Context: an optimization exercise on an open-source flow, tuned for small area and a short achievable clock period. The choices shown serve that exercise and are no tape-out recipe. Only the layout flow was run in this run; the RTL was not checked for function there. No activity file was given, so power comes from the tool's default toggle rates.

File: design.v
module FP16_mcl(
    input [15:0] data1,
    input [15:0] data2,
    input rst,
    input input_valid,
    input clk,
    output reg [15:0] datanew,
    output reg output_update
    );
    wire G1;
    wire G10;
    wire G11;
    wire G12;
    wire G13;
    wire G14;
    wire G15;
    wire G16;
    wire G17;
    wire G18;
    wire G19;
    wire G2;
    wire G20;
    wire G21;
    wire G22;
    wire G23;
    wire G24;
    wire G25;
    wire G26;
    wire G27;
    wire G28;
    wire G29;
    wire G3;
    wire G30;
    wire G31;
    wire G32;
    wire G33;
    wire G34;
    wire G35;
    wire G36;
    wire G37;
    wire G38;
    wire G39;
    wire G4;
    wire G40;
    wire G41;
    wire G42;
    wire G43;
    wire G5;
    wire G6;
    wire G7;
    wire G8;
    wire G9;
    wire P1;
    wire P10;
    wire P11;
    wire P12;
    wire P13;
    wire P14;
    wire P15;
    wire P16;
    wire P17;
    wire P18;
    wire P19;
    wire P2;
    wire P20;
    wire P21;
    wire P22;
    wire P23;
    wire P24;
    wire P25;
    wire P26;
    wire P3;
    wire P4;
    wire P5;
    wire P6;
    wire P7;
    wire P8;
    wire P9;
    wire bm5_0;
    wire bm5_1;
    wire bm5_10;
    wire bm5_11;
    wire bm5_2;
    wire bm5_3;
    wire bm5_4;
    wire bm5_5;
    wire bm5_6;
    wire bm5_7;
    wire bm5_8;
    wire bm5_9;
    wire bp0_0;
    wire bp0_1;
    wire bp0_10;
    wire bp0_11;
    wire bp0_2;
    wire bp0_3;
    wire bp0_4;
    wire bp0_5;
    wire bp0_6;
    wire bp0_7;
    wire bp0_8;
    wire bp0_9;
    wire bp1_0;
    wire bp1_1;
    wire bp1_10;
    wire bp1_11;
    wire bp1_2;
    wire bp1_3;
    wire bp1_4;
    wire bp1_5;
    wire bp1_6;
    wire bp1_7;
    wire bp1_8;
    wire bp1_9;
    wire bp2_0;
    wire bp2_1;
    wire bp2_10;
    wire bp2_11;
    wire bp2_2;
    wire bp2_3;
    wire bp2_4;
    wire bp2_5;
    wire bp2_6;
    wire bp2_7;
    wire bp2_8;
    wire bp2_9;
    wire bp3_0;
    wire bp3_1;
    wire bp3_10;
    wire bp3_11;
    wire bp3_2;
    wire bp3_3;
    wire bp3_4;
    wire bp3_5;
    wire bp3_6;
    wire bp3_7;
    wire bp3_8;
    wire bp3_9;
    wire bp4_0;
    wire bp4_1;
    wire bp4_10;
    wire bp4_11;
    wire bp4_2;
    wire bp4_3;
    wire bp4_4;
    wire bp4_5;
    wire bp4_6;
    wire bp4_7;
    wire bp4_8;
    wire bp4_9;
    wire c10_k1;
    wire c11_k0;
    wire c11_k1;
    wire c12_0_k0;
    wire c12_0_k1;
    wire c12_1_k0;
    wire c12_1_k1;
    wire fc_1_10_2;
    wire fc_1_10_3;
    wire fc_1_11_4;
    wire fc_1_11_5;
    wire fc_1_12_6;
    wire fc_1_12_7;
    wire fc_1_13_8;
    wire fc_1_13_9;
    wire fc_1_14_10;
    wire fc_1_14_11;
    wire fc_1_15_12;
    wire fc_1_16_13;
    wire fc_1_8_0;
    wire fc_1_9_1;
    wire fc_2_10_18;
    wire fc_2_11_19;
    wire fc_2_12_20;
    wire fc_2_13_21;
    wire fc_2_14_22;
    wire fc_2_15_23;
    wire fc_2_16_24;
    wire fc_2_17_25;
    wire fc_2_18_26;
    wire fc_2_6_14;
    wire fc_2_7_15;
    wire fc_2_8_16;
    wire fc_2_9_17;
    wire fc_3_10_33;
    wire fc_3_11_34;
    wire fc_3_12_35;
    wire fc_3_13_36;
    wire fc_3_14_37;
    wire fc_3_15_38;
    wire fc_3_16_39;
    wire fc_3_17_40;
    wire fc_3_18_41;
    wire fc_3_19_42;
    wire fc_3_20_43;
    wire fc_3_4_27;
    wire fc_3_5_28;
    wire fc_3_6_29;
    wire fc_3_7_30;
    wire fc_3_8_31;
    wire fc_3_9_32;
    wire fs_1_10_2;
    wire fs_1_10_3;
    wire fs_1_11_4;
    wire fs_1_11_5;
    wire fs_1_12_6;
    wire fs_1_12_7;
    wire fs_1_13_8;
    wire fs_1_13_9;
    wire fs_1_14_10;
    wire fs_1_14_11;
    wire fs_1_15_12;
    wire fs_1_16_13;
    wire fs_1_8_0;
    wire fs_1_9_1;
    wire fs_2_10_18;
    wire fs_2_11_19;
    wire fs_2_12_20;
    wire fs_2_13_21;
    wire fs_2_14_22;
    wire fs_2_15_23;
    wire fs_2_16_24;
    wire fs_2_17_25;
    wire fs_2_18_26;
    wire fs_2_6_14;
    wire fs_2_7_15;
    wire fs_2_8_16;
    wire fs_2_9_17;
    wire fs_3_10_33;
    wire fs_3_11_34;
    wire fs_3_12_35;
    wire fs_3_13_36;
    wire fs_3_14_37;
    wire fs_3_15_38;
    wire fs_3_16_39;
    wire fs_3_17_40;
    wire fs_3_18_41;
    wire fs_3_19_42;
    wire fs_3_20_43;
    wire fs_3_4_27;
    wire fs_3_5_28;
    wire fs_3_6_29;
    wire fs_3_7_30;
    wire fs_3_8_31;
    wire fs_3_9_32;
    wire g0;
    wire g10;
    wire g11;
    wire g12;
    wire g13;
    wire g14;
    wire g15;
    wire g16;
    wire g17;
    wire g18;
    wire g19;
    wire g2;
    wire g20;
    wire g21;
    wire g3;
    wire g4;
    wire g5;
    wire g6;
    wire g7;
    wire g8;
    wire g9;
    wire hc_1_6_0;
    wire hc_1_7_1;
    wire hc_1_8_2;
    wire hc_1_9_3;
    wire hc_2_4_4;
    wire hc_2_5_5;
    wire hc_3_2_6;
    wire hc_3_3_7;
    wire hrc12;
    wire hrc13;
    wire hrc14;
    wire hrc15;
    wire hrc16;
    wire hrc17;
    wire hrc18;
    wire hrc19;
    wire hrc20;
    wire hrc21;
    wire hrs11;
    wire hrs12;
    wire hrs13;
    wire hrs14;
    wire hrs15;
    wire hrs16;
    wire hrs17;
    wire hrs18;
    wire hrs19;
    wire hrs20;
    wire hrs21;
    wire hs_1_6_0;
    wire hs_1_7_1;
    wire hs_1_8_2;
    wire hs_1_9_3;
    wire hs_2_4_4;
    wire hs_2_5_5;
    wire hs_3_2_6;
    wire hs_3_3_7;
    wire l10_k0;
    wire l10_k1;
    wire l9_k0;
    wire l9_k1;
    wire n_bm5_11_c21;
    wire n_bm5_2_c12;
    wire n_bm5_2_c13;
    wire n_bm5_5_c15;
    wire n_bm5_7_c17;
    wire n_bm5_9_c19;
    wire neg0;
    wire neg1;
    wire neg2;
    wire neg3;
    wire neg4;
    wire nneg0;
    wire nneg1;
    wire nneg2;
    wire nneg3;
    wire nneg4;
    wire one0;
    wire one1;
    wire one2;
    wire one3;
    wire one4;
    wire p0;
    wire p10;
    wire p11;
    wire p12;
    wire p13;
    wire p14;
    wire p15;
    wire p16;
    wire p17;
    wire p18;
    wire p19;
    wire p2;
    wire p20;
    wire p21;
    wire p3;
    wire p4;
    wire p5;
    wire p6;
    wire p7;
    wire p8;
    wire p9;
    wire pl10;
    wire pl9;
    wire q0_10;
    wire q0_11;
    wire q0_12;
    wire q0_13;
    wire q0_14;
    wire q0_15;
    wire q0_16;
    wire q0_17;
    wire q0_18;
    wire q0_19;
    wire q0_20;
    wire q0_21;
    wire q0_c12;
    wire q10_k0;
    wire q10_k1;
    wire q11_0_k0;
    wire q11_0_k1;
    wire q11_1_k0;
    wire q11_1_k1;
    wire q1_11;
    wire q1_12;
    wire q1_13;
    wire q1_14;
    wire q1_15;
    wire q1_16;
    wire q1_17;
    wire q1_18;
    wire q1_19;
    wire q1_20;
    wire q1_c12;
    wire r0_k0;
    wire r0_k1;
    wire sg0;
    wire two0;
    wire two1;
    wire two2;
    wire two3;
    wire two4;
    wire ug12;
    wire ug13;
    wire ug14;
    wire ug15;
    wire ug16;
    wire ug17;
    wire ug18;
    wire ug19;
    wire ug20;
    wire ug21;
    wire up12;
    wire up13;
    wire up14;
    wire up15;
    wire up16;
    wire up17;
    wire up18;
    wire up19;
    wire up20;
    wire up21;
    wire z9_0;
    reg bp0_2_r1;
    reg bp1_0_r1;
    reg bp0_3_r1;
    reg bp1_1_r1;
    reg hs_2_4_4_r1;
    reg bp2_0_r1;
    reg neg2_r1;
    reg hs_2_5_5_r1;
    reg bp2_1_r1;
    reg hc_2_4_4_r1;
    reg fs_2_6_14_r1;
    reg neg3_r1;
    reg hc_2_5_5_r1;
    reg fs_2_7_15_r1;
    reg hc_1_6_0_r1;
    reg fc_2_6_14_r1;
    reg fs_2_8_16_r1;
    reg hc_1_7_1_r1;
    reg fc_2_7_15_r1;
    reg fs_2_9_17_r1;
    reg hc_1_8_2_r1;
    reg fc_2_8_16_r1;
    reg fs_2_10_18_r1;
    reg hc_1_9_3_r1;
    reg fc_2_9_17_r1;
    reg fs_2_11_19_r1;
    reg fc_1_10_3_r1;
    reg fc_2_10_18_r1;
    reg fs_2_12_20_r1;
    reg fc_1_11_5_r1;
    reg fc_2_11_19_r1;
    reg fs_2_13_21_r1;
    reg fc_1_12_7_r1;
    reg fc_2_12_20_r1;
    reg fs_2_14_22_r1;
    reg fc_1_13_9_r1;
    reg fc_2_13_21_r1;
    reg fs_2_15_23_r1;
    reg fc_1_14_11_r1;
    reg fc_2_14_22_r1;
    reg fs_2_16_24_r1;
    reg fc_1_15_12_r1;
    reg fc_2_15_23_r1;
    reg fs_2_17_25_r1;
    reg fc_1_16_13_r1;
    reg fc_2_16_24_r1;
    reg fs_2_18_26_r1;
    reg bm5_7_r1;
    reg fc_2_17_25_r1;
    reg bp4_11_r1;
    reg n_bm5_9_c19_r1;
    reg fc_2_18_26_r1;
    reg nneg4_r1;
    reg bm5_10_r1;
    reg bm5_9_r1;
    reg bp0_0_r1;
    reg neg0_r1;
    reg neg1_r1;
    reg n_bm5_11_c21_r1;
    reg bp0_1_r1;
    reg z9_0_r1;
    reg es0_5_r1;
    reg es0_4_r1;
    reg es0_3_r1;
    reg es0_2_r1;
    reg es0_1_r1;
    reg es0_0_r1;
    reg sg0_r1;
    wire inf0 = (&data1[14:10]) | (&data2[14:10]);
    wire zero0 = ~(|data1[14:0]) | ~(|data2[14:0]);
    wire [5:0] esum0 = data1[14:10] + data2[14:10];
    wire [5:0] es0 = inf0 ? 6'd63 : zero0 ? 6'd0 : esum0;
    assign sg0 = data1[15] ^ data2[15];
    wire [10:0] t1, t2;
    assign t1[0] = 1'b1;
    assign t1[1] = ~(|data1[0:0]);
    assign t1[2] = ~(|data1[1:0]);
    assign t1[3] = ~(|data1[2:0]);
    assign t1[4] = ~(|data1[3:0]);
    assign t1[5] = ~(|data1[4:0]);
    assign t1[6] = ~(|data1[5:0]);
    assign t1[7] = ~(|data1[6:0]);
    assign t1[8] = ~(|data1[7:0]);
    assign t1[9] = ~(|data1[8:0]);
    assign t1[10] = ~(|data1[9:0]);
    assign t2[0] = 1'b1;
    assign t2[1] = ~(|data2[0:0]);
    assign t2[2] = ~(|data2[1:0]);
    assign t2[3] = ~(|data2[2:0]);
    assign t2[4] = ~(|data2[3:0]);
    assign t2[5] = ~(|data2[4:0]);
    assign t2[6] = ~(|data2[5:0]);
    assign t2[7] = ~(|data2[6:0]);
    assign t2[8] = ~(|data2[7:0]);
    assign t2[9] = ~(|data2[8:0]);
    assign t2[10] = ~(|data2[9:0]);
    assign z9_0 = (t1[0] & t2[9]) | (t1[1] & t2[8]) | (t1[2] & t2[7]) | (t1[3] & t2[6]) | (t1[4] & t2[5]) | (t1[5] & t2[4]) | (t1[6] & t2[3]) | (t1[7] & t2[2]) | (t1[8] & t2[1]) | (t1[9] & t2[0]);
    assign neg0 = data2[1] & ~(data2[0] & 1'b0);
    assign one0 = data2[0] ^ 1'b0;
    assign two0 = (data2[1] & ~data2[0] & ~1'b0) | (~data2[1] & data2[0] & 1'b0);
    assign bp0_0 = ((one0 & data1[0])) ^ neg0;
    assign bp0_1 = ((one0 & data1[1]) | (two0 & data1[0])) ^ neg0;
    assign bp0_2 = ((one0 & data1[2]) | (two0 & data1[1])) ^ neg0;
    assign bp0_3 = ((one0 & data1[3]) | (two0 & data1[2])) ^ neg0;
    assign bp0_4 = ((one0 & data1[4]) | (two0 & data1[3])) ^ neg0;
    assign bp0_5 = ((one0 & data1[5]) | (two0 & data1[4])) ^ neg0;
    assign bp0_6 = ((one0 & data1[6]) | (two0 & data1[5])) ^ neg0;
    assign bp0_7 = ((one0 & data1[7]) | (two0 & data1[6])) ^ neg0;
    assign bp0_8 = ((one0 & data1[8]) | (two0 & data1[7])) ^ neg0;
    assign bp0_9 = ((one0 & data1[9]) | (two0 & data1[8])) ^ neg0;
    assign bp0_10 = ((one0 & 1'b1) | (two0 & data1[9])) ^ neg0;
    assign bp0_11 = ((two0 & 1'b1)) ^ neg0;
    assign nneg0 = ~neg0;
    assign neg1 = data2[3] & ~(data2[2] & data2[1]);
    assign one1 = data2[2] ^ data2[1];
    assign two1 = (data2[3] & ~data2[2] & ~data2[1]) | (~data2[3] & data2[2] & data2[1]);
    assign bp1_0 = ((one1 & data1[0])) ^ neg1;
    assign bp1_1 = ((one1 & data1[1]) | (two1 & data1[0])) ^ neg1;
    assign bp1_2 = ((one1 & data1[2]) | (two1 & data1[1])) ^ neg1;
    assign bp1_3 = ((one1 & data1[3]) | (two1 & data1[2])) ^ neg1;
    assign bp1_4 = ((one1 & data1[4]) | (two1 & data1[3])) ^ neg1;
    assign bp1_5 = ((one1 & data1[5]) | (two1 & data1[4])) ^ neg1;
    assign bp1_6 = ((one1 & data1[6]) | (two1 & data1[5])) ^ neg1;
    assign bp1_7 = ((one1 & data1[7]) | (two1 & data1[6])) ^ neg1;
    assign bp1_8 = ((one1 & data1[8]) | (two1 & data1[7])) ^ neg1;
    assign bp1_9 = ((one1 & data1[9]) | (two1 & data1[8])) ^ neg1;
    assign bp1_10 = ((one1 & 1'b1) | (two1 & data1[9])) ^ neg1;
    assign bp1_11 = ((two1 & 1'b1)) ^ neg1;
    assign nneg1 = ~neg1;
    assign neg2 = data2[5] & ~(data2[4] & data2[3]);
    assign one2 = data2[4] ^ data2[3];
    assign two2 = (data2[5] & ~data2[4] & ~data2[3]) | (~data2[5] & data2[4] & data2[3]);
    assign bp2_0 = ((one2 & data1[0])) ^ neg2;
    assign bp2_1 = ((one2 & data1[1]) | (two2 & data1[0])) ^ neg2;
    assign bp2_2 = ((one2 & data1[2]) | (two2 & data1[1])) ^ neg2;
    assign bp2_3 = ((one2 & data1[3]) | (two2 & data1[2])) ^ neg2;
    assign bp2_4 = ((one2 & data1[4]) | (two2 & data1[3])) ^ neg2;
    assign bp2_5 = ((one2 & data1[5]) | (two2 & data1[4])) ^ neg2;
    assign bp2_6 = ((one2 & data1[6]) | (two2 & data1[5])) ^ neg2;
    assign bp2_7 = ((one2 & data1[7]) | (two2 & data1[6])) ^ neg2;
    assign bp2_8 = ((one2 & data1[8]) | (two2 & data1[7])) ^ neg2;
    assign bp2_9 = ((one2 & data1[9]) | (two2 & data1[8])) ^ neg2;
    assign bp2_10 = ((one2 & 1'b1) | (two2 & data1[9])) ^ neg2;
    assign bp2_11 = ((two2 & 1'b1)) ^ neg2;
    assign nneg2 = ~neg2;
    assign neg3 = data2[7] & ~(data2[6] & data2[5]);
    assign one3 = data2[6] ^ data2[5];
    assign two3 = (data2[7] & ~data2[6] & ~data2[5]) | (~data2[7] & data2[6] & data2[5]);
    assign bp3_0 = ((one3 & data1[0])) ^ neg3;
    assign bp3_1 = ((one3 & data1[1]) | (two3 & data1[0])) ^ neg3;
    assign bp3_2 = ((one3 & data1[2]) | (two3 & data1[1])) ^ neg3;
    assign bp3_3 = ((one3 & data1[3]) | (two3 & data1[2])) ^ neg3;
    assign bp3_4 = ((one3 & data1[4]) | (two3 & data1[3])) ^ neg3;
    assign bp3_5 = ((one3 & data1[5]) | (two3 & data1[4])) ^ neg3;
    assign bp3_6 = ((one3 & data1[6]) | (two3 & data1[5])) ^ neg3;
    assign bp3_7 = ((one3 & data1[7]) | (two3 & data1[6])) ^ neg3;
    assign bp3_8 = ((one3 & data1[8]) | (two3 & data1[7])) ^ neg3;
    assign bp3_9 = ((one3 & data1[9]) | (two3 & data1[8])) ^ neg3;
    assign bp3_10 = ((one3 & 1'b1) | (two3 & data1[9])) ^ neg3;
    assign bp3_11 = ((two3 & 1'b1)) ^ neg3;
    assign nneg3 = ~neg3;
    assign neg4 = data2[9] & ~(data2[8] & data2[7]);
    assign one4 = data2[8] ^ data2[7];
    assign two4 = (data2[9] & ~data2[8] & ~data2[7]) | (~data2[9] & data2[8] & data2[7]);
    assign bp4_0 = ((one4 & data1[0])) ^ neg4;
    assign bp4_1 = ((one4 & data1[1]) | (two4 & data1[0])) ^ neg4;
    assign bp4_2 = ((one4 & data1[2]) | (two4 & data1[1])) ^ neg4;
    assign bp4_3 = ((one4 & data1[3]) | (two4 & data1[2])) ^ neg4;
    assign bp4_4 = ((one4 & data1[4]) | (two4 & data1[3])) ^ neg4;
    assign bp4_5 = ((one4 & data1[5]) | (two4 & data1[4])) ^ neg4;
    assign bp4_6 = ((one4 & data1[6]) | (two4 & data1[5])) ^ neg4;
    assign bp4_7 = ((one4 & data1[7]) | (two4 & data1[6])) ^ neg4;
    assign bp4_8 = ((one4 & data1[8]) | (two4 & data1[7])) ^ neg4;
    assign bp4_9 = ((one4 & data1[9]) | (two4 & data1[8])) ^ neg4;
    assign bp4_10 = ((one4 & 1'b1) | (two4 & data1[9])) ^ neg4;
    assign bp4_11 = ((two4 & 1'b1)) ^ neg4;
    assign nneg4 = ~neg4;
    assign bm5_0 = data2[9] ? 1'b0 : data1[0];
    assign bm5_1 = data2[9] ? data1[0] : data1[1];
    assign bm5_2 = data2[9] ? data1[1] : data1[2];
    assign bm5_3 = data2[9] ? data1[2] : data1[3];
    assign bm5_4 = data2[9] ? data1[3] : data1[4];
    assign bm5_5 = data2[9] ? data1[4] : data1[5];
    assign bm5_6 = data2[9] ? data1[5] : data1[6];
    assign bm5_7 = data2[9] ? data1[6] : data1[7];
    assign bm5_8 = data2[9] ? data1[7] : data1[8];
    assign bm5_9 = data2[9] ? data1[8] : data1[9];
    assign bm5_10 = data2[9] ? data1[9] : 1'b1;
    assign bm5_11 = data2[9];
    assign n_bm5_2_c12 = ~bm5_2;
    assign n_bm5_2_c13 = ~bm5_2;
    assign n_bm5_5_c15 = ~bm5_5;
    assign n_bm5_7_c17 = ~bm5_7;
    assign n_bm5_9_c19 = ~bm5_9;
    assign n_bm5_11_c21 = ~bm5_11;
    assign hs_1_6_0 = bp0_6 ^ bp1_4;
    assign hc_1_6_0 = bp0_6 & bp1_4;
    assign hs_1_7_1 = bp0_7 ^ bp1_5;
    assign hc_1_7_1 = bp0_7 & bp1_5;
    assign fs_1_8_0 = bp0_8 ^ bp1_6 ^ bp2_4;
    assign fc_1_8_0 = (bp0_8 & bp1_6) | (bp0_8 & bp2_4) | (bp1_6 & bp2_4);
    assign hs_1_8_2 = bp3_2 ^ bp4_0;
    assign hc_1_8_2 = bp3_2 & bp4_0;
    assign fs_1_9_1 = bp0_9 ^ bp1_7 ^ bp2_5;
    assign fc_1_9_1 = (bp0_9 & bp1_7) | (bp0_9 & bp2_5) | (bp1_7 & bp2_5);
    assign hs_1_9_3 = bp3_3 ^ bp4_1;
    assign hc_1_9_3 = bp3_3 & bp4_1;
    assign fs_1_10_2 = bp0_10 ^ bp1_8 ^ bp2_6;
    assign fc_1_10_2 = (bp0_10 & bp1_8) | (bp0_10 & bp2_6) | (bp1_8 & bp2_6);
    assign fs_1_10_3 = bp3_4 ^ bp4_2 ^ bm5_0;
    assign fc_1_10_3 = (bp3_4 & bp4_2) | (bp3_4 & bm5_0) | (bp4_2 & bm5_0);
    assign fs_1_11_4 = bp0_11 ^ bp1_9 ^ bp2_7;
    assign fc_1_11_4 = (bp0_11 & bp1_9) | (bp0_11 & bp2_7) | (bp1_9 & bp2_7);
    assign fs_1_11_5 = bp3_5 ^ bp4_3 ^ bm5_1;
    assign fc_1_11_5 = (bp3_5 & bp4_3) | (bp3_5 & bm5_1) | (bp4_3 & bm5_1);
    assign fs_1_12_6 = nneg0 ^ bp1_10 ^ bp2_8;
    assign fc_1_12_6 = (nneg0 & bp1_10) | (nneg0 & bp2_8) | (bp1_10 & bp2_8);
    assign fs_1_12_7 = bp3_6 ^ bp4_4 ^ n_bm5_2_c12;
    assign fc_1_12_7 = (bp3_6 & bp4_4) | (bp3_6 & n_bm5_2_c12) | (bp4_4 & n_bm5_2_c12);
    assign fs_1_13_8 = bp1_11 ^ bp2_9 ^ bp3_7;
    assign fc_1_13_8 = (bp1_11 & bp2_9) | (bp1_11 & bp3_7) | (bp2_9 & bp3_7);
    assign fs_1_13_9 = bp4_5 ^ bm5_3 ^ n_bm5_2_c13;
    assign fc_1_13_9 = (bp4_5 & bm5_3) | (bp4_5 & n_bm5_2_c13) | (bm5_3 & n_bm5_2_c13);
    assign fs_1_14_10 = nneg1 ^ bp2_10 ^ bp3_8;
    assign fc_1_14_10 = (nneg1 & bp2_10) | (nneg1 & bp3_8) | (bp2_10 & bp3_8);
    assign fs_1_14_11 = bp4_6 ^ bm5_4 ^ bm5_2;
    assign fc_1_14_11 = (bp4_6 & bm5_4) | (bp4_6 & bm5_2) | (bm5_4 & bm5_2);
    assign fs_1_15_12 = bp2_11 ^ bp3_9 ^ bp4_7;
    assign fc_1_15_12 = (bp2_11 & bp3_9) | (bp2_11 & bp4_7) | (bp3_9 & bp4_7);
    assign fs_1_16_13 = nneg2 ^ bp3_10 ^ bp4_8;
    assign fc_1_16_13 = (nneg2 & bp3_10) | (nneg2 & bp4_8) | (bp3_10 & bp4_8);
    assign hs_2_4_4 = bp0_4 ^ bp1_2;
    assign hc_2_4_4 = bp0_4 & bp1_2;
    assign hs_2_5_5 = bp0_5 ^ bp1_3;
    assign hc_2_5_5 = bp0_5 & bp1_3;
    assign fs_2_6_14 = hs_1_6_0 ^ bp2_2 ^ bp3_0;
    assign fc_2_6_14 = (hs_1_6_0 & bp2_2) | (hs_1_6_0 & bp3_0) | (bp2_2 & bp3_0);
    assign fs_2_7_15 = hs_1_7_1 ^ bp2_3 ^ bp3_1;
    assign fc_2_7_15 = (hs_1_7_1 & bp2_3) | (hs_1_7_1 & bp3_1) | (bp2_3 & bp3_1);
    assign fs_2_8_16 = fs_1_8_0 ^ hs_1_8_2 ^ neg4;
    assign fc_2_8_16 = (fs_1_8_0 & hs_1_8_2) | (fs_1_8_0 & neg4) | (hs_1_8_2 & neg4);
    assign fs_2_9_17 = fs_1_9_1 ^ hs_1_9_3 ^ fc_1_8_0;
    assign fc_2_9_17 = (fs_1_9_1 & hs_1_9_3) | (fs_1_9_1 & fc_1_8_0) | (hs_1_9_3 & fc_1_8_0);
    assign fs_2_10_18 = fs_1_10_2 ^ fs_1_10_3 ^ fc_1_9_1;
    assign fc_2_10_18 = (fs_1_10_2 & fs_1_10_3) | (fs_1_10_2 & fc_1_9_1) | (fs_1_10_3 & fc_1_9_1);
    assign fs_2_11_19 = fs_1_11_4 ^ fs_1_11_5 ^ fc_1_10_2;
    assign fc_2_11_19 = (fs_1_11_4 & fs_1_11_5) | (fs_1_11_4 & fc_1_10_2) | (fs_1_11_5 & fc_1_10_2);
    assign fs_2_12_20 = fs_1_12_6 ^ fs_1_12_7 ^ fc_1_11_4;
    assign fc_2_12_20 = (fs_1_12_6 & fs_1_12_7) | (fs_1_12_6 & fc_1_11_4) | (fs_1_12_7 & fc_1_11_4);
    assign fs_2_13_21 = fs_1_13_8 ^ fs_1_13_9 ^ fc_1_12_6;
    assign fc_2_13_21 = (fs_1_13_8 & fs_1_13_9) | (fs_1_13_8 & fc_1_12_6) | (fs_1_13_9 & fc_1_12_6);
    assign fs_2_14_22 = fs_1_14_10 ^ fs_1_14_11 ^ fc_1_13_8;
    assign fc_2_14_22 = (fs_1_14_10 & fs_1_14_11) | (fs_1_14_10 & fc_1_13_8) | (fs_1_14_11 & fc_1_13_8);
    assign fs_2_15_23 = fs_1_15_12 ^ n_bm5_5_c15 ^ fc_1_14_10;
    assign fc_2_15_23 = (fs_1_15_12 & n_bm5_5_c15) | (fs_1_15_12 & fc_1_14_10) | (n_bm5_5_c15 & fc_1_14_10);
    assign fs_2_16_24 = fs_1_16_13 ^ bm5_6 ^ bm5_5;
    assign fc_2_16_24 = (fs_1_16_13 & bm5_6) | (fs_1_16_13 & bm5_5) | (bm5_6 & bm5_5);
    assign fs_2_17_25 = bp3_11 ^ bp4_9 ^ n_bm5_7_c17;
    assign fc_2_17_25 = (bp3_11 & bp4_9) | (bp3_11 & n_bm5_7_c17) | (bp4_9 & n_bm5_7_c17);
    assign fs_2_18_26 = nneg3 ^ bp4_10 ^ bm5_8;
    assign fc_2_18_26 = (nneg3 & bp4_10) | (nneg3 & bm5_8) | (bp4_10 & bm5_8);
    assign hs_3_2_6 = bp0_2_r1 ^ bp1_0_r1;
    assign hc_3_2_6 = bp0_2_r1 & bp1_0_r1;
    assign hs_3_3_7 = bp0_3_r1 ^ bp1_1_r1;
    assign hc_3_3_7 = bp0_3_r1 & bp1_1_r1;
    assign fs_3_4_27 = hs_2_4_4_r1 ^ bp2_0_r1 ^ neg2_r1;
    assign fc_3_4_27 = (hs_2_4_4_r1 & bp2_0_r1) | (hs_2_4_4_r1 & neg2_r1) | (bp2_0_r1 & neg2_r1);
    assign fs_3_5_28 = hs_2_5_5_r1 ^ bp2_1_r1 ^ hc_2_4_4_r1;
    assign fc_3_5_28 = (hs_2_5_5_r1 & bp2_1_r1) | (hs_2_5_5_r1 & hc_2_4_4_r1) | (bp2_1_r1 & hc_2_4_4_r1);
    assign fs_3_6_29 = fs_2_6_14_r1 ^ neg3_r1 ^ hc_2_5_5_r1;
    assign fc_3_6_29 = (fs_2_6_14_r1 & neg3_r1) | (fs_2_6_14_r1 & hc_2_5_5_r1) | (neg3_r1 & hc_2_5_5_r1);
    assign fs_3_7_30 = fs_2_7_15_r1 ^ hc_1_6_0_r1 ^ fc_2_6_14_r1;
    assign fc_3_7_30 = (fs_2_7_15_r1 & hc_1_6_0_r1) | (fs_2_7_15_r1 & fc_2_6_14_r1) | (hc_1_6_0_r1 & fc_2_6_14_r1);
    assign fs_3_8_31 = fs_2_8_16_r1 ^ hc_1_7_1_r1 ^ fc_2_7_15_r1;
    assign fc_3_8_31 = (fs_2_8_16_r1 & hc_1_7_1_r1) | (fs_2_8_16_r1 & fc_2_7_15_r1) | (hc_1_7_1_r1 & fc_2_7_15_r1);
    assign fs_3_9_32 = fs_2_9_17_r1 ^ hc_1_8_2_r1 ^ fc_2_8_16_r1;
    assign fc_3_9_32 = (fs_2_9_17_r1 & hc_1_8_2_r1) | (fs_2_9_17_r1 & fc_2_8_16_r1) | (hc_1_8_2_r1 & fc_2_8_16_r1);
    assign fs_3_10_33 = fs_2_10_18_r1 ^ hc_1_9_3_r1 ^ fc_2_9_17_r1;
    assign fc_3_10_33 = (fs_2_10_18_r1 & hc_1_9_3_r1) | (fs_2_10_18_r1 & fc_2_9_17_r1) | (hc_1_9_3_r1 & fc_2_9_17_r1);
    assign fs_3_11_34 = fs_2_11_19_r1 ^ fc_1_10_3_r1 ^ fc_2_10_18_r1;
    assign fc_3_11_34 = (fs_2_11_19_r1 & fc_1_10_3_r1) | (fs_2_11_19_r1 & fc_2_10_18_r1) | (fc_1_10_3_r1 & fc_2_10_18_r1);
    assign fs_3_12_35 = fs_2_12_20_r1 ^ fc_1_11_5_r1 ^ fc_2_11_19_r1;
    assign fc_3_12_35 = (fs_2_12_20_r1 & fc_1_11_5_r1) | (fs_2_12_20_r1 & fc_2_11_19_r1) | (fc_1_11_5_r1 & fc_2_11_19_r1);
    assign fs_3_13_36 = fs_2_13_21_r1 ^ fc_1_12_7_r1 ^ fc_2_12_20_r1;
    assign fc_3_13_36 = (fs_2_13_21_r1 & fc_1_12_7_r1) | (fs_2_13_21_r1 & fc_2_12_20_r1) | (fc_1_12_7_r1 & fc_2_12_20_r1);
    assign fs_3_14_37 = fs_2_14_22_r1 ^ fc_1_13_9_r1 ^ fc_2_13_21_r1;
    assign fc_3_14_37 = (fs_2_14_22_r1 & fc_1_13_9_r1) | (fs_2_14_22_r1 & fc_2_13_21_r1) | (fc_1_13_9_r1 & fc_2_13_21_r1);
    assign fs_3_15_38 = fs_2_15_23_r1 ^ fc_1_14_11_r1 ^ fc_2_14_22_r1;
    assign fc_3_15_38 = (fs_2_15_23_r1 & fc_1_14_11_r1) | (fs_2_15_23_r1 & fc_2_14_22_r1) | (fc_1_14_11_r1 & fc_2_14_22_r1);
    assign fs_3_16_39 = fs_2_16_24_r1 ^ fc_1_15_12_r1 ^ fc_2_15_23_r1;
    assign fc_3_16_39 = (fs_2_16_24_r1 & fc_1_15_12_r1) | (fs_2_16_24_r1 & fc_2_15_23_r1) | (fc_1_15_12_r1 & fc_2_15_23_r1);
    assign fs_3_17_40 = fs_2_17_25_r1 ^ fc_1_16_13_r1 ^ fc_2_16_24_r1;
    assign fc_3_17_40 = (fs_2_17_25_r1 & fc_1_16_13_r1) | (fs_2_17_25_r1 & fc_2_16_24_r1) | (fc_1_16_13_r1 & fc_2_16_24_r1);
    assign fs_3_18_41 = fs_2_18_26_r1 ^ bm5_7_r1 ^ fc_2_17_25_r1;
    assign fc_3_18_41 = (fs_2_18_26_r1 & bm5_7_r1) | (fs_2_18_26_r1 & fc_2_17_25_r1) | (bm5_7_r1 & fc_2_17_25_r1);
    assign fs_3_19_42 = bp4_11_r1 ^ n_bm5_9_c19_r1 ^ fc_2_18_26_r1;
    assign fc_3_19_42 = (bp4_11_r1 & n_bm5_9_c19_r1) | (bp4_11_r1 & fc_2_18_26_r1) | (n_bm5_9_c19_r1 & fc_2_18_26_r1);
    assign fs_3_20_43 = nneg4_r1 ^ bm5_10_r1 ^ bm5_9_r1;
    assign fc_3_20_43 = (nneg4_r1 & bm5_10_r1) | (nneg4_r1 & bm5_9_r1) | (bm5_10_r1 & bm5_9_r1);
    assign g0 = bp0_0_r1 & neg0_r1;
    assign p0 = bp0_0_r1 ^ neg0_r1;
    assign g2 = hs_3_2_6 & neg1_r1;
    assign p2 = hs_3_2_6 ^ neg1_r1;
    assign g3 = hs_3_3_7 & hc_3_2_6;
    assign p3 = hs_3_3_7 ^ hc_3_2_6;
    assign g4 = fs_3_4_27 & hc_3_3_7;
    assign p4 = fs_3_4_27 ^ hc_3_3_7;
    assign g5 = fs_3_5_28 & fc_3_4_27;
    assign p5 = fs_3_5_28 ^ fc_3_4_27;
    assign g6 = fs_3_6_29 & fc_3_5_28;
    assign p6 = fs_3_6_29 ^ fc_3_5_28;
    assign g7 = fs_3_7_30 & fc_3_6_29;
    assign p7 = fs_3_7_30 ^ fc_3_6_29;
    assign g8 = fs_3_8_31 & fc_3_7_30;
    assign p8 = fs_3_8_31 ^ fc_3_7_30;
    assign g9 = fs_3_9_32 & fc_3_8_31;
    assign p9 = fs_3_9_32 ^ fc_3_8_31;
    assign g10 = fs_3_10_33 & fc_3_9_32;
    assign p10 = fs_3_10_33 ^ fc_3_9_32;
    assign g11 = fs_3_11_34 & fc_3_10_33;
    assign p11 = fs_3_11_34 ^ fc_3_10_33;
    assign g12 = fs_3_12_35 & fc_3_11_34;
    assign p12 = fs_3_12_35 ^ fc_3_11_34;
    assign g13 = fs_3_13_36 & fc_3_12_35;
    assign p13 = fs_3_13_36 ^ fc_3_12_35;
    assign g14 = fs_3_14_37 & fc_3_13_36;
    assign p14 = fs_3_14_37 ^ fc_3_13_36;
    assign g15 = fs_3_15_38 & fc_3_14_37;
    assign p15 = fs_3_15_38 ^ fc_3_14_37;
    assign g16 = fs_3_16_39 & fc_3_15_38;
    assign p16 = fs_3_16_39 ^ fc_3_15_38;
    assign g17 = fs_3_17_40 & fc_3_16_39;
    assign p17 = fs_3_17_40 ^ fc_3_16_39;
    assign g18 = fs_3_18_41 & fc_3_17_40;
    assign p18 = fs_3_18_41 ^ fc_3_17_40;
    assign g19 = fs_3_19_42 & fc_3_18_41;
    assign p19 = fs_3_19_42 ^ fc_3_18_41;
    assign g20 = fs_3_20_43 & fc_3_19_42;
    assign p20 = fs_3_20_43 ^ fc_3_19_42;
    assign g21 = n_bm5_11_c21_r1 & fc_3_20_43;
    assign p21 = n_bm5_11_c21_r1 ^ fc_3_20_43;
    assign G1 = bp0_1_r1 & g0;
    assign P1 = bp0_1_r1 & p0;
    assign G2 = g3 | (p3 & g2);
    assign P2 = p3 & p2;
    assign G3 = g5 | (p5 & g4);
    assign P3 = p5 & p4;
    assign G4 = g7 | (p7 & g6);
    assign P4 = p7 & p6;
    assign G5 = g2 | (p2 & G1);
    assign P5 = p2 & P1;
    assign G6 = G2 | (P2 & G1);
    assign P6 = P2 & P1;
    assign G7 = g6 | (p6 & G3);
    assign P7 = p6 & P3;
    assign G8 = G4 | (P4 & G3);
    assign P8 = P4 & P3;
    assign G9 = g4 | (p4 & G6);
    assign P9 = p4 & P6;
    assign G10 = G3 | (P3 & G6);
    assign P10 = P3 & P6;
    assign G11 = G7 | (P7 & G6);
    assign P11 = P7 & P6;
    assign G12 = G8 | (P8 & G6);
    assign P12 = P8 & P6;
    assign G13 = g8 | (p8 & G12);
    assign P13 = p8 & P12;
    assign hrs11 = fs_3_11_34 ^ fc_3_10_33;
    assign hrc12 = fs_3_11_34 & fc_3_10_33;
    assign hrs12 = fs_3_12_35 ^ fc_3_11_34;
    assign hrc13 = fs_3_12_35 & fc_3_11_34;
    assign hrs13 = fs_3_13_36 ^ fc_3_12_35;
    assign hrc14 = fs_3_13_36 & fc_3_12_35;
    assign hrs14 = fs_3_14_37 ^ fc_3_13_36;
    assign hrc15 = fs_3_14_37 & fc_3_13_36;
    assign hrs15 = fs_3_15_38 ^ fc_3_14_37;
    assign hrc16 = fs_3_15_38 & fc_3_14_37;
    assign hrs16 = fs_3_16_39 ^ fc_3_15_38;
    assign hrc17 = fs_3_16_39 & fc_3_15_38;
    assign hrs17 = fs_3_17_40 ^ fc_3_16_39;
    assign hrc18 = fs_3_17_40 & fc_3_16_39;
    assign hrs18 = fs_3_18_41 ^ fc_3_17_40;
    assign hrc19 = fs_3_18_41 & fc_3_17_40;
    assign hrs19 = fs_3_19_42 ^ fc_3_18_41;
    assign hrc20 = fs_3_19_42 & fc_3_18_41;
    assign hrs20 = fs_3_20_43 ^ fc_3_19_42;
    assign hrc21 = fs_3_20_43 & fc_3_19_42;
    assign hrs21 = n_bm5_11_c21_r1 ^ fc_3_20_43;
    assign ug12 = hrs12 & hrc12;
    assign up12 = hrs12 ^ hrc12;
    assign ug13 = hrs13 & hrc13;
    assign up13 = hrs13 ^ hrc13;
    assign ug14 = hrs14 & hrc14;
    assign up14 = hrs14 ^ hrc14;
    assign ug15 = hrs15 & hrc15;
    assign up15 = hrs15 ^ hrc15;
    assign ug16 = hrs16 & hrc16;
    assign up16 = hrs16 ^ hrc16;
    assign ug17 = hrs17 & hrc17;
    assign up17 = hrs17 ^ hrc17;
    assign ug18 = hrs18 & hrc18;
    assign up18 = hrs18 ^ hrc18;
    assign ug19 = hrs19 & hrc19;
    assign up19 = hrs19 ^ hrc19;
    assign ug20 = hrs20 & hrc20;
    assign up20 = hrs20 ^ hrc20;
    assign ug21 = hrs21 & hrc21;
    assign up21 = hrs21 ^ hrc21;
    assign G14 = ug13 | (up13 & ug12);
    assign P14 = up13 & up12;
    assign G15 = ug15 | (up15 & ug14);
    assign P15 = up15 & up14;
    assign G16 = ug17 | (up17 & ug16);
    assign P16 = up17 & up16;
    assign G17 = ug19 | (up19 & ug18);
    assign P17 = up19 & up18;
    assign G18 = ug14 | (up14 & G14);
    assign P18 = up14 & P14;
    assign G19 = G15 | (P15 & G14);
    assign P19 = P15 & P14;
    assign G20 = ug18 | (up18 & G16);
    assign P20 = up18 & P16;
    assign G21 = G17 | (P17 & G16);
    assign P21 = P17 & P16;
    assign G22 = ug16 | (up16 & G19);
    assign P22 = up16 & P19;
    assign G23 = G16 | (P16 & G19);
    assign P23 = P16 & P19;
    assign G24 = G20 | (P20 & G19);
    assign P24 = P20 & P19;
    assign G25 = G21 | (P21 & G19);
    assign P25 = P21 & P19;
    assign G26 = ug20 | (up20 & G25);
    assign P26 = up20 & P25;
    assign l9_k0 = p9;
    assign l10_k0 = p10 ^ g9;
    assign c11_k0 = g10 | (p10 & g9);
    assign r0_k0 = l10_k0 & l9_k0;
    assign c12_0_k0 = (hrs11 & c11_k0) | (hrs11 & r0_k0) | (c11_k0 & r0_k0);
    assign q11_0_k0 = hrs11 ^ c11_k0 ^ r0_k0;
    assign c12_1_k0 = (hrs11 & c11_k0) | (hrs11 & l10_k0) | (c11_k0 & l10_k0);
    assign q11_1_k0 = hrs11 ^ c11_k0 ^ l10_k0;
    assign q10_k0 = l10_k0 ^ l9_k0;
    assign l9_k1 = ~p9;
    assign c10_k1 = fs_3_9_32 | fc_3_8_31;
    assign l10_k1 = p10 ^ c10_k1;
    assign c11_k1 = g10 | (p10 & c10_k1);
    assign r0_k1 = l10_k1 & l9_k1;
    assign c12_0_k1 = (hrs11 & c11_k1) | (hrs11 & r0_k1) | (c11_k1 & r0_k1);
    assign q11_0_k1 = hrs11 ^ c11_k1 ^ r0_k1;
    assign c12_1_k1 = (hrs11 & c11_k1) | (hrs11 & l10_k1) | (c11_k1 & l10_k1);
    assign q11_1_k1 = hrs11 ^ c11_k1 ^ l10_k1;
    assign q10_k1 = l10_k1 ^ l9_k1;
    assign pl9 = G13 ? l9_k1 : l9_k0;
    assign pl10 = G13 ? l10_k1 : l10_k0;
    assign q0_10 = G13 ? q10_k1 : q10_k0;
    assign q0_c12 = G13 ? c12_0_k1 : c12_0_k0;
    assign q0_11 = G13 ? q11_0_k1 : q11_0_k0;
    assign q0_12 = up12 ^ q0_c12;
    assign G27 = ug12 | (up12 & q0_c12);
    assign q0_13 = up13 ^ G27;
    assign G28 = G14 | (P14 & q0_c12);
    assign q0_14 = up14 ^ G28;
    assign G29 = G18 | (P18 & q0_c12);
    assign q0_15 = up15 ^ G29;
    assign G30 = G19 | (P19 & q0_c12);
    assign q0_16 = up16 ^ G30;
    assign G31 = G22 | (P22 & q0_c12);
    assign q0_17 = up17 ^ G31;
    assign G32 = G23 | (P23 & q0_c12);
    assign q0_18 = up18 ^ G32;
    assign G33 = G24 | (P24 & q0_c12);
    assign q0_19 = up19 ^ G33;
    assign G34 = G25 | (P25 & q0_c12);
    assign q0_20 = up20 ^ G34;
    assign G35 = G26 | (P26 & q0_c12);
    assign q0_21 = up21 ^ G35;
    assign q1_c12 = G13 ? c12_1_k1 : c12_1_k0;
    assign q1_11 = G13 ? q11_1_k1 : q11_1_k0;
    assign q1_12 = up12 ^ q1_c12;
    assign G36 = ug12 | (up12 & q1_c12);
    assign q1_13 = up13 ^ G36;
    assign G37 = G14 | (P14 & q1_c12);
    assign q1_14 = up14 ^ G37;
    assign G38 = G18 | (P18 & q1_c12);
    assign q1_15 = up15 ^ G38;
    assign G39 = G19 | (P19 & q1_c12);
    assign q1_16 = up16 ^ G39;
    assign G40 = G22 | (P22 & q1_c12);
    assign q1_17 = up17 ^ G40;
    assign G41 = G23 | (P23 & q1_c12);
    assign q1_18 = up18 ^ G41;
    assign G42 = G24 | (P24 & q1_c12);
    assign q1_19 = up19 ^ G42;
    assign G43 = G25 | (P25 & q1_c12);
    assign q1_20 = up20 ^ G43;
    wire z9 = z9_0_r1;
    wire k = q0_21;
    wire tie0 = pl9 & z9;
    wire tie1 = pl10 & ~pl9 & z9;
    wire [9:0] frac1 = {q1_20, q1_19, q1_18, q1_17, q1_16, q1_15, q1_14, q1_13, q1_12, q1_11 & ~tie1};
    wire [9:0] frac0 = {q0_19, q0_18, q0_17, q0_16, q0_15, q0_14, q0_13, q0_12, q0_11, q0_10 & ~tie0};
    wire [5:0] esr = {es0_5_r1, es0_4_r1, es0_3_r1, es0_2_r1, es0_1_r1, es0_0_r1};
    wire sat1 = esr >= 6'd45;
    wire sat0 = esr >= 6'd46;
    wire flz1 = esr <= 6'd14;
    wire flz0 = esr <= 6'd15;
    wire [4:0] eo1 = esr[4:0] + 5'd18;
    wire [4:0] eo0 = esr[4:0] + 5'd17;
    wire sg = sg0_r1;
    wire [15:0] res1 = sat1 ? {sg, 15'h7fff} : flz1 ? 16'h0000 : {sg, eo1, frac1};
    wire [15:0] res0 = sat0 ? {sg, 15'h7fff} : flz0 ? 16'h0000 : {sg, eo0, frac0};
    wire [15:0] res = k ? res1 : res0;
    reg [0:0] vld;
    always @(posedge clk or posedge rst)
        if (rst) begin
            vld <= 1'd0;
            output_update <= 1'b0;
        end else begin
            vld <= input_valid;
            output_update <= vld[0];
        end
    always @(posedge clk) begin
        bp0_2_r1 <= bp0_2;
        bp1_0_r1 <= bp1_0;
        bp0_3_r1 <= bp0_3;
        bp1_1_r1 <= bp1_1;
        hs_2_4_4_r1 <= hs_2_4_4;
        bp2_0_r1 <= bp2_0;
        neg2_r1 <= neg2;
        hs_2_5_5_r1 <= hs_2_5_5;
        bp2_1_r1 <= bp2_1;
        hc_2_4_4_r1 <= hc_2_4_4;
        fs_2_6_14_r1 <= fs_2_6_14;
        neg3_r1 <= neg3;
        hc_2_5_5_r1 <= hc_2_5_5;
        fs_2_7_15_r1 <= fs_2_7_15;
        hc_1_6_0_r1 <= hc_1_6_0;
        fc_2_6_14_r1 <= fc_2_6_14;
        fs_2_8_16_r1 <= fs_2_8_16;
        hc_1_7_1_r1 <= hc_1_7_1;
        fc_2_7_15_r1 <= fc_2_7_15;
        fs_2_9_17_r1 <= fs_2_9_17;
        hc_1_8_2_r1 <= hc_1_8_2;
        fc_2_8_16_r1 <= fc_2_8_16;
        fs_2_10_18_r1 <= fs_2_10_18;
        hc_1_9_3_r1 <= hc_1_9_3;
        fc_2_9_17_r1 <= fc_2_9_17;
        fs_2_11_19_r1 <= fs_2_11_19;
        fc_1_10_3_r1 <= fc_1_10_3;
        fc_2_10_18_r1 <= fc_2_10_18;
        fs_2_12_20_r1 <= fs_2_12_20;
        fc_1_11_5_r1 <= fc_1_11_5;
        fc_2_11_19_r1 <= fc_2_11_19;
        fs_2_13_21_r1 <= fs_2_13_21;
        fc_1_12_7_r1 <= fc_1_12_7;
        fc_2_12_20_r1 <= fc_2_12_20;
        fs_2_14_22_r1 <= fs_2_14_22;
        fc_1_13_9_r1 <= fc_1_13_9;
        fc_2_13_21_r1 <= fc_2_13_21;
        fs_2_15_23_r1 <= fs_2_15_23;
        fc_1_14_11_r1 <= fc_1_14_11;
        fc_2_14_22_r1 <= fc_2_14_22;
        fs_2_16_24_r1 <= fs_2_16_24;
        fc_1_15_12_r1 <= fc_1_15_12;
        fc_2_15_23_r1 <= fc_2_15_23;
        fs_2_17_25_r1 <= fs_2_17_25;
        fc_1_16_13_r1 <= fc_1_16_13;
        fc_2_16_24_r1 <= fc_2_16_24;
        fs_2_18_26_r1 <= fs_2_18_26;
        bm5_7_r1 <= bm5_7;
        fc_2_17_25_r1 <= fc_2_17_25;
        bp4_11_r1 <= bp4_11;
        n_bm5_9_c19_r1 <= n_bm5_9_c19;
        fc_2_18_26_r1 <= fc_2_18_26;
        nneg4_r1 <= nneg4;
        bm5_10_r1 <= bm5_10;
        bm5_9_r1 <= bm5_9;
        bp0_0_r1 <= bp0_0;
        neg0_r1 <= neg0;
        neg1_r1 <= neg1;
        n_bm5_11_c21_r1 <= n_bm5_11_c21;
        bp0_1_r1 <= bp0_1;
        z9_0_r1 <= z9_0;
        es0_5_r1 <= es0[5];
        es0_4_r1 <= es0[4];
        es0_3_r1 <= es0[3];
        es0_2_r1 <= es0[2];
        es0_1_r1 <= es0[1];
        es0_0_r1 <= es0[0];
        sg0_r1 <= sg0;
        datanew <= res;
    end
endmodule
File: run.sh
#!/bin/bash
# synth_recipe.tcl (not shown) runs the flow's synth.tcl, then flattens the netlist and writes it again
# the make line also repeats each setting of config.mk as NAME=value (left out here)
make -C /OpenROAD-flow-scripts/flow DESIGN_CONFIG=/design/flow/config.mk WORK_HOME=/design/flow/orfs CLKGATE_MAP_FILE= SYNTH_SCRIPT=/design/flow/synth_recipe.tcl finish
File: config.mk
export PLATFORM = sky130hd
export DESIGN_NAME = FP16_mcl
export DESIGN_NICKNAME = FP16_mcl
export VERILOG_FILES = /design/flow/design.v
export SDC_FILE = /design/flow/constraint.sdc
export NUM_CORES = 4
export LEC_CHECK = 0
export ABC_CLOCK_PERIOD_IN_PS = 3300
export CAP_MARGIN = 20
export CORE_MARGIN = 2
export CORE_UTILIZATION = 60
export CTS_BUF_LIST = sky130_fd_sc_hd__clkbuf_4 sky130_fd_sc_hd__clkbuf_8
export SETUP_SLACK_MARGIN = 1.9
export SLEW_MARGIN = 20
File: constraint.sdc
create_clock -name core_clock -period 5.5 [get_ports {clk}]
set_input_delay 1.1000 -clock core_clock [delete_from_list [all_inputs] [get_ports {clk}]]
set_output_delay 1.1000 -clock core_clock [all_outputs]
set_load 0.01 [all_outputs]
==> run summary <==
==> logic make-up (layout without fill, tap and decap cells) <==
kind of cell,Yosys count,in the layout,synth area share [%]
xor gates and xnor gates,66,66,8.995
and+or+nand+nor,103,103,9.034
buffers and inverters,109,153,6.542
AOI/OAI and AO/OA,146,146,16.08
adders and majority gates,105,105,26.64
DFF,86,86,26.95
muxes,36,36,5.763
==> final cells by class <==
class	count	area (um2)	area share, %
tap	136	170.2	2.338
timing repair buffer	63	595.6	8.182
sequential	86	1732	23.79
inverter	74	281.5	3.867
multi-input combinational	456	4327	59.44
clock buffer	11	138.9	1.908
clock inverter	5	35.03	0.4813
==> final timing paths <==
check                             start             to  slack [ps]  cells after the start
max                            data2[5]  fs_2_16_24_r1        1980                      9
min                                 vld  output_update         360                      0
max reg2reg                fc_2_8_16_r1     datanew[3]        2000                     12
min reg2reg                         vld  output_update         360                      0
max in group asynchronous           rst  output_update        4510                      2
min in group asynchronous           rst            vld         880                      2
==> timing repair <==
| item | in CTS | in global routing |
|---|---|---|
| setup endpoints to repair | 11 | 26 |
| pin swaps | 0 | 2 |
| cloned | 0 | 0 |
| buffers inserted | 2 | 4 |
| resized for setup | 3 | 11 |
==> where the power goes <==
group / internal (uW) / switching, uW
combinational: 1790 / 2140
sequential: 837 / 75.5
clock: 175 / 230
==> cells in the final DEF (no fill, tap or decap), types with 4 or more instances in the layout <==
| master | instances |
|---|---|
| mux2i_1 | 28 |
| a211o_1 | 4 |
| a21o_1 | 5 |
| o21ai_1 | 10 |
| and3_1 | 6 |
| inv_2 | 4 |
| a22oi_1 | 37 |
| a31oi_1 | 9 |
| ha_1 | 52 |
| fa_1 | 53 |
| dfxtp_1 | 84 |
| nand4_1 | 5 |
| or2_2 | 5 |
| inv_1 | 69 |
| clkbuf_8 | 9 |
| mux2_2 | 7 |
| o21ai_0 | 14 |
| a311oi_1 | 4 |
| or3_1 | 5 |
| nand2_1 | 11 |
| clkdlybuf4s50_1 | 50 |
| and2_1 | 6 |
| nand3_1 | 9 |
| a211oi_1 | 4 |
| nand2b_1 | 10 |
| a22o_1 | 8 |
| a21oi_1 | 26 |
| xor2_1 | 12 |
| buf_4 | 12 |
| nor2_1 | 21 |
| xnor2_1 | 54 |
==> through the flow <==
stage	std cells	area, um2	hold slack [ps]
after global routing	831	7279	370.1
after CTS	827	7209	363.5
after global placement	809	7009	341.8
after detailed placement	809	7009	340.4
final	831	7279	361.5
after floorplan	651	6426	331.2
==> per-layer routing <==
| metal | vias up | global-route usage, % |
|---|---|---|
| li1 | 2320 | - |
| met1 | 2315 | 32.72 |
| met2 | 194 | 45.73 |
| met3 | 42 | 7.446 |
| met4 | 0 | 11.36 |
| met5 | - | 0 |
==> run summary <==
number of global-route vias before repair 4997; Clk Latency, worst-skew pair 370 ps; CP max-delay cell fa_1; vias per cell 5.862; WL/cell 17.67 um; Post-synth EDFFs 0; most instantiated cells after synthesis dfxtp_1, inv_1, xnor2_1, fa_1, ha_1; 1st-iter DRT viols 230; Tot Pwr 5251 uW; worst-path cell chain clkdlybuf4s50_1 > ha_1 > nand2b_1 > inv_2 > xnor2_1 > fa_1 > inv_1 > fa_1 > inv_1; Max Root-Sink Buffers 2; syn nets 791; DRC Markers 0; pin count of the biggest net entering global routing 21; Yosys warning count 1; synth top area cells dfxtp_1, fa_1, ha_1; Starting Density 61.97%; TritonCTS clock tree built; CP arrival 3790 ps; post-route antenna net violation count 0; share of the synthesized area in the top cell type 26.17%; post-synthesis sequential area ratio 26.95%; ys async rst share 2.326%; count leader, synth dfxtp_1; VDD IR-drop max 0.4414 mV; Die Y 107.5 um; die width 107.5 um; area delta synth->final 13.28%; FP Rows 37; Vias 4871; Mapped Avg Cell Area 9.871 um2; post-synth top area cell dfxtp_1; RSZ-0062 raised after global routing yes; Largest register FFs 16; Post-Syn Area 6426 um2; WL met1 6.089 mm; CP delay by family, top adder cells; maximum operating frequency 0.2841 GHz; status timing/DRC/antenna clean; Final Critical Period 3520 ps; Biggest register datanew; Antenna Cells 0; setup violators final 0; WL met3 1.027 mm; pre-CTS WS 1351 ps; Slew headroom 39.00%; predominant post-synthesis flop cell dfxtp_1; RD Place Congestion 0.9112; setup TNS 0 ps; uppermost routed layer met4; clock transition at the registers of the reported paths 80 ps; CTS Hold Bufs 0; Worst-Margin Slew 908.9 ps; Setup Crit Path Kind in2reg; Required @ worst endpoint 5770 ps; Max stage delay on crit path 540 ps; clk sinks 86; CTS H-tree lvls 3; worst hold path type reg2reg; Max Fanout on Critical Path 10; Root Buffer clkbuf_8; Routed WL 14.68 mm; total track usage 27.17%; first-pass GRT wire length 24.22 mm; fraction of layout cells with a size suffix above 1 9.209%; post-layout net count 830; CP Buf/Inv Count 4; detailed placer's ending HPWL 11.21 mm; initial antenna violation count 0; met2 WL 6.990 mm; Layout Utilization 70.20%; Cells after Synth 651; fin worst setup slack 1980 ps; Final Max Tran Viols 0; CP endpoint kind flip-flop; max_cap viols 0; CP startpoint kind primary input; Core Region 10370 um2; total die area 11550 um2; Pleak 0.003223 uW; FF+latch count, synth 86; worst-case clock skew 14.41 ps; Pre-Repair DR Iteration Count 6; Power Dens Cells 721.4 nW/um2; total grt overflow 0; Final Hold Vio Count 0; Port Buffers 51; Filler cells 858; period utilisation layout 64.00%; synth unique cells 63; I/O pin cnt 52; CTS buffer count 9

## what the ideal ports hide
Ports are ideal in the flow. The routed layout listed here was re-timed in OpenROAD.
Step 1: set_driving_cell puts a clkbuf_16 on clk and a buf_2 on each other input, an assumption about the parent block.
Step 2 also shifts input and output timing later by t, the mid clock arrival at the registers, as if the neighbouring blocks saw the same clock.
Three values: ideal ports, drivers, drivers and shift; two values: the first two.
shift t [ns]: 0.402
slack for setup (ns): 1.980 / 1.994 / 1.592
worst hold slack (ns): 0.362 / 0.362 / 0.362
latest minus earliest clock arrival (ns): 0.015 / 0.014
After both steps setup and hold are still met in this run. For this run, drivers alone change the setup slack by +0.014 ns; drivers and shift together by -0.388 ns.
